From an optimization exercise on the open Yosys and OpenROAD flow, aimed at small area, a short achievable clock period and few clock cycles; shortcuts taken in it are not production practice. In this exercise RTL edits were held to simulation tests only and were not proved equivalent to the original.

==> trial 59: inputs <==
==> flow/design.v (excerpt) <==
module kmeans_top #(
    parameter N    = 32,
    parameter ITER = 10
)(
    input clk,
    input rst,
    input        ld_valid,
    input  [4:0] ld_addr,
    input  [7:0] ld_x,
    input  [7:0] ld_y,
    input  [7:0] ld_z,
    input  start,
    output busy,
    output done,
    output [2*N-1:0] labels,
    output [71:0]    centroids
);
==> module kmeans_top, before the edit <==
module kmeans_top #(
    parameter N    = 32,
    parameter ITER = 10
)(
    input clk,
    input rst,
    input        ld_valid,
    input  [4:0] ld_addr,
    input  [7:0] ld_x,
    input  [7:0] ld_y,
    input  [7:0] ld_z,
    input  start,
    output busy,
    output done,
    output [2*N-1:0] labels,
    output [71:0]    centroids
);
    localparam P  = 4;           
    localparam R  = N / P;       
    reg busy_r, done_r;
    reg s1;                      
    reg [2:0] row;
    reg v2, first2, last2;       
    reg d1, d2;                  
    reg [3:0] iter;
    assign busy = busy_r;
    assign done = done_r;
    wire ld = ld_valid && !busy_r;
    wire go = start && !busy_r;
    reg        ldv_q;
    reg [4:0]  lda_q;
    reg [23:0] ldd_q;
    always @(posedge clk or posedge rst)
        if (rst) ldv_q <= 1'b0;
        else     ldv_q <= ld;
    always @(posedge clk)
        if (ld) begin
            lda_q <= ld_addr;
            ldd_q <= {ld_z, ld_y, ld_x};
        end
    wire [24*P-1:0] head, tail;
    kmeans_point_memory #(.P(P), .R(R)) PM (
        .clk(clk), .shift(s1), .head(head), .tail(tail),
        .pwe(ldv_q), .paddr(lda_q), .pdata(ldd_q)
    );
    wire [71:0] cvec;
    assign centroids = cvec;
    wire [2*P-1:0] lab;          
    wire [2*P-1:0] lab_prev;     
    genvar l, r;
    generate
        for (l = 0; l < P; l = l + 1) begin : g_lane
            wire [53:0] d;
            reg  [53:0] d_q;
            kmeans_dist3 DU (.p(head[24*l +: 24]), .c(cvec), .d(d));
            always @(posedge clk)
                if (s1) d_q <= d;
            kmeans_argmin3 AM (.d(d_q), .label(lab[2*l +: 2]));
            wire [2*R-1:0] lrows;
            for (r = 0; r < R; r = r + 1) begin : g_lrow
                reg [1:0] q;
                always @(posedge clk)
                    if (v2) q <= (r == R - 1) ? lab[2*l +: 2] : lrows[2*(r + 1) +: 2];
                assign lrows[2*r +: 2] = q;
                assign labels[2*(r*P + l) +: 2] = q;
            end
            assign lab_prev[2*l +: 2] = lrows[1:0];
        end
    endgenerate
    genvar k, c;
    wire [8:0] cdiff;
    generate
        for (k = 0; k < 3; k = k + 1) begin : g_cl
            wire [P-1:0] m;
            for (l = 0; l < P; l = l + 1) begin : g_m
                assign m[l] = (lab[2*l +: 2] == k);
            end
            reg [2:0] pc;
            integer j;
            always @(*) begin
                pc = 0;
                for (j = 0; j < P; j = j + 1) pc = pc + m[j];
            end
            reg [5:0] cnt;
            always @(posedge clk)
                if (v2) cnt <= (first2 ? 6'd0 : cnt) + pc;
            for (c = 0; c < 3; c = c + 1) begin : g_co
                reg [9:0] s;
                integer jj;
                always @(*) begin
                    s = 0;
                    for (jj = 0; jj < P; jj = jj + 1)
                        s = s + (m[jj] ? tail[24*jj + 8*c +: 8] : 8'd0);
                end
                wire [3:0] q;
                kmeans_acc_div AD (
                    .clk(clk), .acc(v2), .first(first2), .add(s),
                    .div(d1), .n(cnt), .q(q)
                );
                localparam [71:0] INIT = {8'd71, 8'd21, 8'd90, 8'd51, 8'd50, 8'd50, 8'd10, 8'd50, 8'd12};
                wire upd = (d1 || d2) && cnt != 0;
                reg [7:0] cr;
                always @(posedge clk) begin
                    if (go)
                        cr <= INIT[24*k + 8*c +: 8];
                    else if (upd) begin
                        if (d1) cr[7:4] <= q;
                        else    cr[3:0] <= q;
                    end
                end
                assign cvec[24*k + 8*c +: 8] = cr;
                assign cdiff[3*k + c] = upd && (q != (d1 ? cr[7:4] : cr[3:0]));
            end
        end
    endgenerate
    wire lab_chg_row = (lab != lab_prev);
    reg  lab_chg, cen_chg;
    wire lab_chg_all = lab_chg || lab_chg_row || iter == 0;
    wire pass_end = v2 && last2;
    wire fin_lab = pass_end && !lab_chg_all;
    wire cen_chg_all = cen_chg || (cdiff != 0);
    wire fin_div = d2 && (!cen_chg_all || iter == ITER - 1);
    always @(posedge clk) begin
        if (v2) lab_chg <= (first2 ? 1'b0 : lab_chg) || lab_chg_row;
        cen_chg <= d1 && (cdiff != 0);
    end
    always @(posedge clk or posedge rst) begin
        if (rst) begin
            busy_r <= 1'b0;
            done_r <= 1'b0;
            s1 <= 1'b0;
            row <= 0;
            v2 <= 1'b0;
            first2 <= 1'b0;
            last2 <= 1'b0;
            d1 <= 1'b0;
            d2 <= 1'b0;
            iter <= 4'd0;
        end else begin
            v2 <= s1;
            first2 <= (row == 0);
            last2 <= (row == R - 1);
            d1 <= pass_end && !fin_lab;
            d2 <= d1;
            if (go) begin
                busy_r <= 1'b1;
                done_r <= 1'b0;
                s1 <= 1'b1;
                row <= 0;
                iter <= 4'd0;
            end else if (ld) begin
                done_r <= 1'b0;
            end
            if (s1) begin
                row <= row + 1'b1;
                if (row == R - 1) s1 <= 1'b0;
            end
            if (fin_lab) begin
                busy_r <= 1'b0;
                done_r <= 1'b1;
            end
            if (d2) begin
                if (fin_div) begin
                    busy_r <= 1'b0;
                    done_r <= 1'b1;
                end else begin
                    iter <= iter + 1'b1;
                    s1 <= 1'b1;
                    row <= 0;
                end
            end
        end
    end
endmodule
clock: 32.0 ns
lec_check: 0
cap_margin: 20
core_margin: 2
core_utilization: 40
slew_margin: 20
run.sh (not shown) runs the stock make flow with config.mk's settings and CLKGATE_MAP_FILE= SYNTH_SCRIPT=/design/flow/synth_recipe.tcl, a recipe that flattens the netlist after the stock synthesis.
==> trial 26: changes against trial 59 <==
--- a/flow/design.v
+++ b/flow/design.v
@@ -252,45 +252,44 @@
     wire le01 = d0 <= d1;
     wire le02 = d0 <= d2;
     wire le12 = d1 <= d2;
     assign label = (le01 && le02) ? 2'd0 : (le12 ? 2'd1 : 2'd2);
 endmodule
 module kmeans_point_memory #(
-    parameter P = 4,
-    parameter R = 8
+    parameter P  = 4,
+    parameter R  = 8,
+    parameter RW = 3
 )(
     input clk,
-    input shift,
+    input  [RW-1:0]   rot,
     output [24*P-1:0] head,
     output [24*P-1:0] tail,
     input         pwe,
     input  [4:0]  paddr,
     input  [23:0] pdata
 );
+    wire [RW-1:0] prow = paddr / P;
+    wire [RW-1:0] tgt  = prow - rot - 1'b1;
     genvar b, r;
     generate
         for (b = 0; b < P; b = b + 1) begin : g_bank
+            wire bwe = pwe && (paddr % P) == b;
             wire [24*R-1:0] rows;
             for (r = 0; r < R; r = r + 1) begin : g_row
                 reg [23:0] q;
-                always @(posedge clk) begin
-                    if (shift)
-                        q <= rows[24*((r + 1) % R) +: 24];
-                    else if (pwe && paddr == r * P + b)
-                        q <= pdata;
-                end
+                always @(posedge clk)
+                    q <= (bwe && tgt == r) ? pdata : rows[24*((r + 1) % R) +: 24];
                 assign rows[24*r +: 24] = q;
             end
             assign head[24*b +: 24] = rows[0 +: 24];
             assign tail[24*b +: 24] = rows[24*(R-1) +: 24];
         end
     endgenerate
 endmodule
 module kmeans_acc_div (
     input clk,
-    input acc,
     input first,
     input [9:0] add,
     input div,
     input [5:0] n,
     output [3:0] q
 );
@@ -303,16 +302,16 @@
     wire [6:0]  t5 = {1'b0, r5[10:5]} - {1'b0, n};
     wire [12:0] r4 = t5[6] ? r5 : {2'b0, t5[5:0], r5[4:0]};
     wire [6:0]  t4 = {1'b0, r4[9:4]} - {1'b0, n};
     wire [12:0] r3 = t4[6] ? r4 : {3'b0, t4[5:0], r4[3:0]};
     assign q = {~t7[6], ~t6[6], ~t5[6], ~t4[6]};
     always @(posedge clk) begin
-        if (acc)
-            sum <= (first ? 13'd0 : sum) + {3'b0, add};
-        else if (div)
+        if (div)
             sum <= {r3[8:0], 4'b0};
+        else
+            sum <= (first ? 13'd0 : sum) + {3'b0, add};
     end
 endmodule
 module kmeans_top #(
     parameter N    = 32,
     parameter ITER = 10
 )(
@@ -326,143 +325,190 @@
     input  start,
     output busy,
     output done,
     output [2*N-1:0] labels,
     output [71:0]    centroids
 );
-    localparam P  = 4;           
+    localparam P  = 2;           
     localparam R  = N / P;       
+    localparam RW = (R <= 2) ? 1 : (R <= 4) ? 2 : (R <= 8) ? 3 : (R <= 16) ? 4 : 5;
     reg busy_r, done_r;
     reg s1;                      
-    reg [2:0] row;
+    reg [RW-1:0] row;            
+    reg [RW-1:0] rot;            
+    reg [RW-1:0] hrow2;          
     reg v2, first2, last2;       
     reg d1, d2;                  
+    reg pw;                      
     reg [3:0] iter;
     assign busy = busy_r;
     assign done = done_r;
     wire ld = ld_valid && !busy_r;
     wire go = start && !busy_r;
     reg        ldv_q;
     reg [4:0]  lda_q;
     reg [23:0] ldd_q;
     always @(posedge clk or posedge rst)
         if (rst) ldv_q <= 1'b0;
         else     ldv_q <= ld;
-    always @(posedge clk)
-        if (ld) begin
-            lda_q <= ld_addr;
-            ldd_q <= {ld_z, ld_y, ld_x};
+    always @(posedge clk) begin
+        lda_q <= ld_addr;
+        ldd_q <= {ld_z, ld_y, ld_x};
+    end
+    reg        pv2;              
+    reg [4:0]  lda_q2;
+    reg [23:0] ldd_q2;
+    reg        pre_first;        
+    reg [N-1:0] loaded;
+    reg        dup;
+    always @(posedge clk or posedge rst)
+        if (rst) pv2 <= 1'b0;
+        else     pv2 <= ldv_q;
+    always @(posedge clk) begin
+        lda_q2 <= lda_q;
+        ldd_q2 <= ldd_q;
+    end
+    always @(posedge clk or posedge rst)
+        if (rst) begin
+            loaded <= 0;
+            dup <= 1'b0;
+            pre_first <= 1'b1;
+        end else begin
+            if (go) begin
+                loaded <= 0;
+                dup <= 1'b0;
+            end else if (ldv_q) begin
+                loaded[lda_q] <= 1'b1;
+                if (loaded[lda_q]) dup <= 1'b1;
+            end
+            if (s1 || d1) pre_first <= 1'b1;
+            else if (pv2) pre_first <= 1'b0;
         end
+    wire [N-1:0] loaded_now = loaded | ({{(N-1){1'b0}}, ldv_q} << lda_q);
+    wire use_pre = (&loaded_now) && !dup && !(ldv_q && loaded[lda_q]);
     wire [24*P-1:0] head, tail;
-    kmeans_point_memory #(.P(P), .R(R)) PM (
-        .clk(clk), .shift(s1), .head(head), .tail(tail),
+    kmeans_point_memory #(.P(P), .R(R), .RW(RW)) PM (
+        .clk(clk), .rot(rot), .head(head), .tail(tail),
         .pwe(ldv_q), .paddr(lda_q), .pdata(ldd_q)
     );
     wire [71:0] cvec;
     assign centroids = cvec;
     wire [2*P-1:0] lab;          
-    wire [2*P-1:0] lab_prev;     
     genvar l, r;
     generate
         for (l = 0; l < P; l = l + 1) begin : g_lane
             wire [53:0] d;
             reg  [53:0] d_q;
-            kmeans_dist3 DU (.p(head[24*l +: 24]), .c(cvec), .d(d));
+            wire [23:0] pin;
+            if (l == 0) begin : g_pin
+                assign pin = busy_r ? head[23:0] : ldd_q;
+            end else begin : g_pin
+                assign pin = head[24*l +: 24];
+            end
+            kmeans_dist3 DU (.p(pin), .c(cvec), .d(d));
             always @(posedge clk)
-                if (s1) d_q <= d;
+                d_q <= d;
             kmeans_argmin3 AM (.d(d_q), .label(lab[2*l +: 2]));
-            wire [2*R-1:0] lrows;
-            for (r = 0; r < R; r = r + 1) begin : g_lrow
+        end
+    endgenerate
+    wire [2*P-1:0] lrow [0:R-1];
+    generate
+        for (r = 0; r < R; r = r + 1) begin : g_lrow
+            for (l = 0; l < P; l = l + 1) begin : g_lcol
                 reg [1:0] q;
-                always @(posedge clk)
-                    if (v2) q <= (r == R - 1) ? lab[2*l +: 2] : lrows[2*(r + 1) +: 2];
-                assign lrows[2*r +: 2] = q;
+                always @(posedge clk or posedge rst)
+                    if (rst) q <= 2'd0;
+                    else if (v2 && hrow2 == r) q <= lab[2*l +: 2];
+                    else if (pv2 && lda_q2 == r * P + l) q <= lab[1:0];
+                assign lrow[r][2*l +: 2] = q;
                 assign labels[2*(r*P + l) +: 2] = q;
             end
-            assign lab_prev[2*l +: 2] = lrows[1:0];
         end
     endgenerate
+    wire [2*P-1:0] lab_prev = lrow[hrow2];    
     genvar k, c;
-    wire [8:0] cdiff;
+    wire first = v2 ? first2 : (pv2 && pre_first);
     generate
         for (k = 0; k < 3; k = k + 1) begin : g_cl
             wire [P-1:0] m;
             for (l = 0; l < P; l = l + 1) begin : g_m
-                assign m[l] = (lab[2*l +: 2] == k);
+                assign m[l] = (lab[2*l +: 2] == k) && (v2 || (l == 0 && pv2));
             end
             reg [2:0] pc;
             integer j;
             always @(*) begin
                 pc = 0;
                 for (j = 0; j < P; j = j + 1) pc = pc + m[j];
             end
             reg [5:0] cnt;
             always @(posedge clk)
-                if (v2) cnt <= (first2 ? 6'd0 : cnt) + pc;
+                cnt <= (first ? 6'd0 : cnt) + pc;
             for (c = 0; c < 3; c = c + 1) begin : g_co
                 reg [9:0] s;
                 integer jj;
                 always @(*) begin
                     s = 0;
                     for (jj = 0; jj < P; jj = jj + 1)
-                        s = s + (m[jj] ? tail[24*jj + 8*c +: 8] : 8'd0);
+                        s = s + (m[jj] ? ((jj == 0 && !v2) ? ldd_q2[8*c +: 8] : tail[24*jj + 8*c +: 8]) : 8'd0);
                 end
                 wire [3:0] q;
                 kmeans_acc_div AD (
-                    .clk(clk), .acc(v2), .first(first2), .add(s),
+                    .clk(clk), .first(first), .add(s),
                     .div(d1), .n(cnt), .q(q)
                 );
                 localparam [71:0] INIT = {8'd71, 8'd21, 8'd90, 8'd51, 8'd50, 8'd50, 8'd10, 8'd50, 8'd12};
                 wire upd = (d1 || d2) && cnt != 0;
                 reg [7:0] cr;
                 always @(posedge clk) begin
-                    if (go)
+                    if (go || ld)
                         cr <= INIT[24*k + 8*c +: 8];
                     else if (upd) begin
                         if (d1) cr[7:4] <= q;
                         else    cr[3:0] <= q;
                     end
                 end
                 assign cvec[24*k + 8*c +: 8] = cr;
-                assign cdiff[3*k + c] = upd && (q != (d1 ? cr[7:4] : cr[3:0]));
             end
         end
     endgenerate
     wire lab_chg_row = (lab != lab_prev);
-    reg  lab_chg, cen_chg;
+    reg  lab_chg;
     wire lab_chg_all = lab_chg || lab_chg_row || iter == 0;
     wire pass_end = v2 && last2;
     wire fin_lab = pass_end && !lab_chg_all;
-    wire cen_chg_all = cen_chg || (cdiff != 0);
-    wire fin_div = d2 && (!cen_chg_all || iter == ITER - 1);
-    always @(posedge clk) begin
+    wire fin_div = d2 && iter == ITER - 1;
+    always @(posedge clk)
         if (v2) lab_chg <= (first2 ? 1'b0 : lab_chg) || lab_chg_row;
-        cen_chg <= d1 && (cdiff != 0);
-    end
     always @(posedge clk or posedge rst) begin
         if (rst) begin
             busy_r <= 1'b0;
             done_r <= 1'b0;
             s1 <= 1'b0;
             row <= 0;
+            rot <= 0;
+            hrow2 <= 0;
             v2 <= 1'b0;
             first2 <= 1'b0;
             last2 <= 1'b0;
             d1 <= 1'b0;
             d2 <= 1'b0;
+            pw <= 1'b0;
             iter <= 4'd0;
         end else begin
+            rot <= rot + 1'b1;
+            hrow2 <= rot;
             v2 <= s1;
             first2 <= (row == 0);
             last2 <= (row == R - 1);
-            d1 <= pass_end && !fin_lab;
+            pw <= go && use_pre;
+            d1 <= (pass_end && !fin_lab) || pw;
             d2 <= d1;
             if (go) begin
                 busy_r <= 1'b1;
                 done_r <= 1'b0;
-                s1 <= 1'b1;
+                s1 <= !use_pre;
                 row <= 0;
                 iter <= 4'd0;
             end else if (ld) begin
                 done_r <= 1'b0;
             end
             if (s1) begin
==> flow/flow/run.sh (new file) <==
#!/bin/bash
# Standard layout, except:
#  - yosys's synth runs with -noabc, so its early "abc -fast" does not remap
#    the explicit adder trees before the full adders are extracted (the
#    registers, their names and cell types are those of the standard synthesis);
#  - repair_timing is asked for extra setup slack so that the resizer shortens
#    paths well below the clock period.
# make's output goes to flow.log; each tool's own log is under orfs/logs/.
set -euo pipefail
bash standard.sh SYNTH_ARGS=-noabc SETUP_SLACK_MARGIN=24.2 finish > flow.log 2>&1
==> flow/standard.sh (new file) <==
#!/bin/bash
# synth_recipe.tcl (not shown) runs the flow's synth.tcl, then flattens the netlist and writes it again
# the make line also repeats each setting of config.mk as NAME=value (left out here)
make -C /OpenROAD-flow-scripts/flow DESIGN_CONFIG=/design/flow/config.mk WORK_HOME=/design/flow/orfs CLKGATE_MAP_FILE= SYNTH_SCRIPT=/design/flow/synth_recipe.tcl "${@:-finish}"
==> flow/config.mk (replaced) <==
export PLATFORM = sky130hd
export DESIGN_NAME = kmeans_top
export DESIGN_NICKNAME = kmeans_top
export VERILOG_FILES = /design/flow/design.v
export SDC_FILE = /design/flow/constraint.sdc
export NUM_CORES = 4
export LEC_CHECK = 0
export ABC_AREA = 1
export CAP_MARGIN = 20
export CORE_MARGIN = 2
export CORE_UTILIZATION = 62
export CTS_CLUSTER_DIAMETER = 120
export CTS_CLUSTER_SIZE = 24
export PLACE_DENSITY = 0.7
export SLEW_MARGIN = 20
removed: flow/run.sh
==> trial 8: changes against trial 59 <==
--- a/flow/design.v
+++ b/flow/design.v
@@ -333,12 +333,13 @@
     localparam R  = N / P;       
     reg busy_r, done_r;
     reg s1;                      
     reg [2:0] row;
     reg v2, first2, last2;       
     reg d1, d2;                  
+    reg pw;                      
     reg [3:0] iter;
     assign busy = busy_r;
     assign done = done_r;
     wire ld = ld_valid && !busy_r;
     wire go = start && !busy_r;
     reg        ldv_q;
@@ -349,12 +350,43 @@
         else     ldv_q <= ld;
     always @(posedge clk)
         if (ld) begin
             lda_q <= ld_addr;
             ldd_q <= {ld_z, ld_y, ld_x};
         end
+    reg        pv2;              
+    reg [4:0]  lda_q2;
+    reg [23:0] ldd_q2;
+    reg        pre_first;        
+    reg [N-1:0] loaded;
+    reg        dup;
+    always @(posedge clk or posedge rst)
+        if (rst) pv2 <= 1'b0;
+        else     pv2 <= ldv_q;
+    always @(posedge clk)
+        if (ldv_q) begin
+            lda_q2 <= lda_q;
+            ldd_q2 <= ldd_q;
+        end
+    always @(posedge clk or posedge rst)
+        if (rst) begin
+            loaded <= 0;
+            dup <= 1'b0;
+            pre_first <= 1'b1;
+        end else begin
+            if (go) begin
+                loaded <= 0;
+                dup <= 1'b0;
+            end else if (ld) begin
+                loaded[ld_addr] <= 1'b1;
+                if (loaded[ld_addr]) dup <= 1'b1;
+            end
+            if (s1 || d1) pre_first <= 1'b1;
+            else if (pv2) pre_first <= 1'b0;
+        end
+    wire use_pre = (&loaded) && !dup;
     wire [24*P-1:0] head, tail;
     kmeans_point_memory #(.P(P), .R(R)) PM (
         .clk(clk), .shift(s1), .head(head), .tail(tail),
         .pwe(ldv_q), .paddr(lda_q), .pdata(ldd_q)
     );
     wire [71:0] cvec;
@@ -363,106 +395,113 @@
     wire [2*P-1:0] lab_prev;     
     genvar l, r;
     generate
         for (l = 0; l < P; l = l + 1) begin : g_lane
             wire [53:0] d;
             reg  [53:0] d_q;
-            kmeans_dist3 DU (.p(head[24*l +: 24]), .c(cvec), .d(d));
+            wire [23:0] pin;
+            if (l == 0) begin : g_pin
+                assign pin = busy_r ? head[23:0] : ldd_q;
+            end else begin : g_pin
+                assign pin = head[24*l +: 24];
+            end
+            kmeans_dist3 DU (.p(pin), .c(cvec), .d(d));
             always @(posedge clk)
-                if (s1) d_q <= d;
+                if (s1 || (l == 0 && ldv_q)) d_q <= d;
             kmeans_argmin3 AM (.d(d_q), .label(lab[2*l +: 2]));
             wire [2*R-1:0] lrows;
             for (r = 0; r < R; r = r + 1) begin : g_lrow
                 reg [1:0] q;
                 always @(posedge clk)
                     if (v2) q <= (r == R - 1) ? lab[2*l +: 2] : lrows[2*(r + 1) +: 2];
+                    else if (pv2 && lda_q2 == r * P + l) q <= lab[1:0];
                 assign lrows[2*r +: 2] = q;
                 assign labels[2*(r*P + l) +: 2] = q;
             end
             assign lab_prev[2*l +: 2] = lrows[1:0];
         end
     endgenerate
     genvar k, c;
-    wire [8:0] cdiff;
+    wire acc = v2 || pv2;
+    wire first = v2 ? first2 : pre_first;
     generate
         for (k = 0; k < 3; k = k + 1) begin : g_cl
             wire [P-1:0] m;
             for (l = 0; l < P; l = l + 1) begin : g_m
-                assign m[l] = (lab[2*l +: 2] == k);
+                assign m[l] = (lab[2*l +: 2] == k) && (v2 || (l == 0 && pv2));
             end
             reg [2:0] pc;
             integer j;
             always @(*) begin
                 pc = 0;
                 for (j = 0; j < P; j = j + 1) pc = pc + m[j];
             end
             reg [5:0] cnt;
             always @(posedge clk)
-                if (v2) cnt <= (first2 ? 6'd0 : cnt) + pc;
+                if (acc) cnt <= (first ? 6'd0 : cnt) + pc;
             for (c = 0; c < 3; c = c + 1) begin : g_co
                 reg [9:0] s;
                 integer jj;
                 always @(*) begin
                     s = 0;
                     for (jj = 0; jj < P; jj = jj + 1)
-                        s = s + (m[jj] ? tail[24*jj + 8*c +: 8] : 8'd0);
+                        s = s + (m[jj] ? ((jj == 0 && !v2) ? ldd_q2[8*c +: 8] : tail[24*jj + 8*c +: 8]) : 8'd0);
                 end
                 wire [3:0] q;
                 kmeans_acc_div AD (
-                    .clk(clk), .acc(v2), .first(first2), .add(s),
+                    .clk(clk), .acc(acc), .first(first), .add(s),
                     .div(d1), .n(cnt), .q(q)
                 );
                 localparam [71:0] INIT = {8'd71, 8'd21, 8'd90, 8'd51, 8'd50, 8'd50, 8'd10, 8'd50, 8'd12};
                 wire upd = (d1 || d2) && cnt != 0;
                 reg [7:0] cr;
                 always @(posedge clk) begin
-                    if (go)
+                    if (go || ld)
                         cr <= INIT[24*k + 8*c +: 8];
                     else if (upd) begin
                         if (d1) cr[7:4] <= q;
                         else    cr[3:0] <= q;
                     end
                 end
                 assign cvec[24*k + 8*c +: 8] = cr;
-                assign cdiff[3*k + c] = upd && (q != (d1 ? cr[7:4] : cr[3:0]));
             end
         end
     endgenerate
     wire lab_chg_row = (lab != lab_prev);
-    reg  lab_chg, cen_chg;
+    reg  lab_chg;
     wire lab_chg_all = lab_chg || lab_chg_row || iter == 0;
     wire pass_end = v2 && last2;
     wire fin_lab = pass_end && !lab_chg_all;
-    wire cen_chg_all = cen_chg || (cdiff != 0);
-    wire fin_div = d2 && (!cen_chg_all || iter == ITER - 1);
+    wire fin_div = d2 && iter == ITER - 1;
     always @(posedge clk) begin
         if (v2) lab_chg <= (first2 ? 1'b0 : lab_chg) || lab_chg_row;
-        cen_chg <= d1 && (cdiff != 0);
     end
     always @(posedge clk or posedge rst) begin
         if (rst) begin
             busy_r <= 1'b0;
             done_r <= 1'b0;
             s1 <= 1'b0;
             row <= 0;
             v2 <= 1'b0;
             first2 <= 1'b0;
             last2 <= 1'b0;
             d1 <= 1'b0;
             d2 <= 1'b0;
+            pw <= 1'b0;
             iter <= 4'd0;
         end else begin
             v2 <= s1;
             first2 <= (row == 0);
             last2 <= (row == R - 1);
-            d1 <= pass_end && !fin_lab;
+            pw <= go && use_pre;
+            d1 <= (pass_end && !fin_lab) || pw;
             d2 <= d1;
             if (go) begin
                 busy_r <= 1'b1;
                 done_r <= 1'b0;
-                s1 <= 1'b1;
+                s1 <= !use_pre;
                 row <= 0;
                 iter <= 4'd0;
             end else if (ld) begin
                 done_r <= 1'b0;
             end
             if (s1) begin
==> out/results.txt <==
Critical Path Fanout Max = 2
Worst hold path depth = 0
Status = complete, no violations
Most frequent cells in the layout = nand2_1, inv_1, o21ai_0, dfxtp_1, nor2_1
Routed wl met3 = 24300 microns
M1 GR Usage = 49.7%
Reg area = 0.0262 sq mm
[end of results for trial 26]
==> out/results.txt <==
Status = complete, no violations
Num ports = 171
Worst hold path depth = 2
Reg area = 0.0400 sq mm
Critical Path Fanout Max = 4
Fin. max-slew vios = 0
M1 GR Usage = 33.7%
[end of results for trial 8]
==> out/results.txt <==
Status = complete, no violations
Max clock buf depth = 4
Grt ovf = 0
Worst hold path depth = 0
Synth cell count leaders = nand2_1, inv_1, nor2_1
Num ports = 171
Critical Path Fanout Max = 14
Reg area = 0.0383 sq mm
M1 GR Usage = 36.5%
Hold Startpoint = g_lane[0].g_lrow[7].q[0]$_DFFE_PP_
Most frequent cells in the layout = nand2_1, inv_1, fa_1, nor2_1, ha_1
[end of results for trial 59]
Testbench counts of trial 59, summed over its fixed seeds: cycles 8,852.
Testbench counts of trial 26, summed over its fixed seeds: cycles 10,356.
Testbench counts of trial 8, summed over its fixed seeds: cycles 7,828.

what the ideal ports hide:
Ports are ideal in the flow. The routed layouts listed here were re-timed in OpenROAD.
Step 1, drivers: a clkbuf_16 drives clk and a buf_2 each remaining input, both assumed.
Step 2, shift: input delay + t, output delay - t, t = (earliest + latest rising clock arrival at the registers) / 2. This alone moves slack from input paths to output paths.
Three values: ideal ports, drivers, drivers and shift; two values: the first two.
run | t, ns | setup WS [ns] | worst setup path after step 2 | worst register clock-pin slew, ns | cell pins on the clock port's net
trial 59 | 0.961 | 22.798 / 22.798 / 22.798 | register to register | 0.07 / 0.07 | 1
trial 26 | 0.823 | 24.161 / 24.076 / 23.638 | input to register | 0.11 / 0.11 | 1
trial 8 | 0.935 | 22.747 / 22.647 / 23.199 | input to register | 0.08 / 0.08 | 1
After both steps every run listed still meets setup and hold. For trial 26, which loses most, drivers alone change the setup slack by -0.085 ns; drivers and shift together by -0.523 ns.
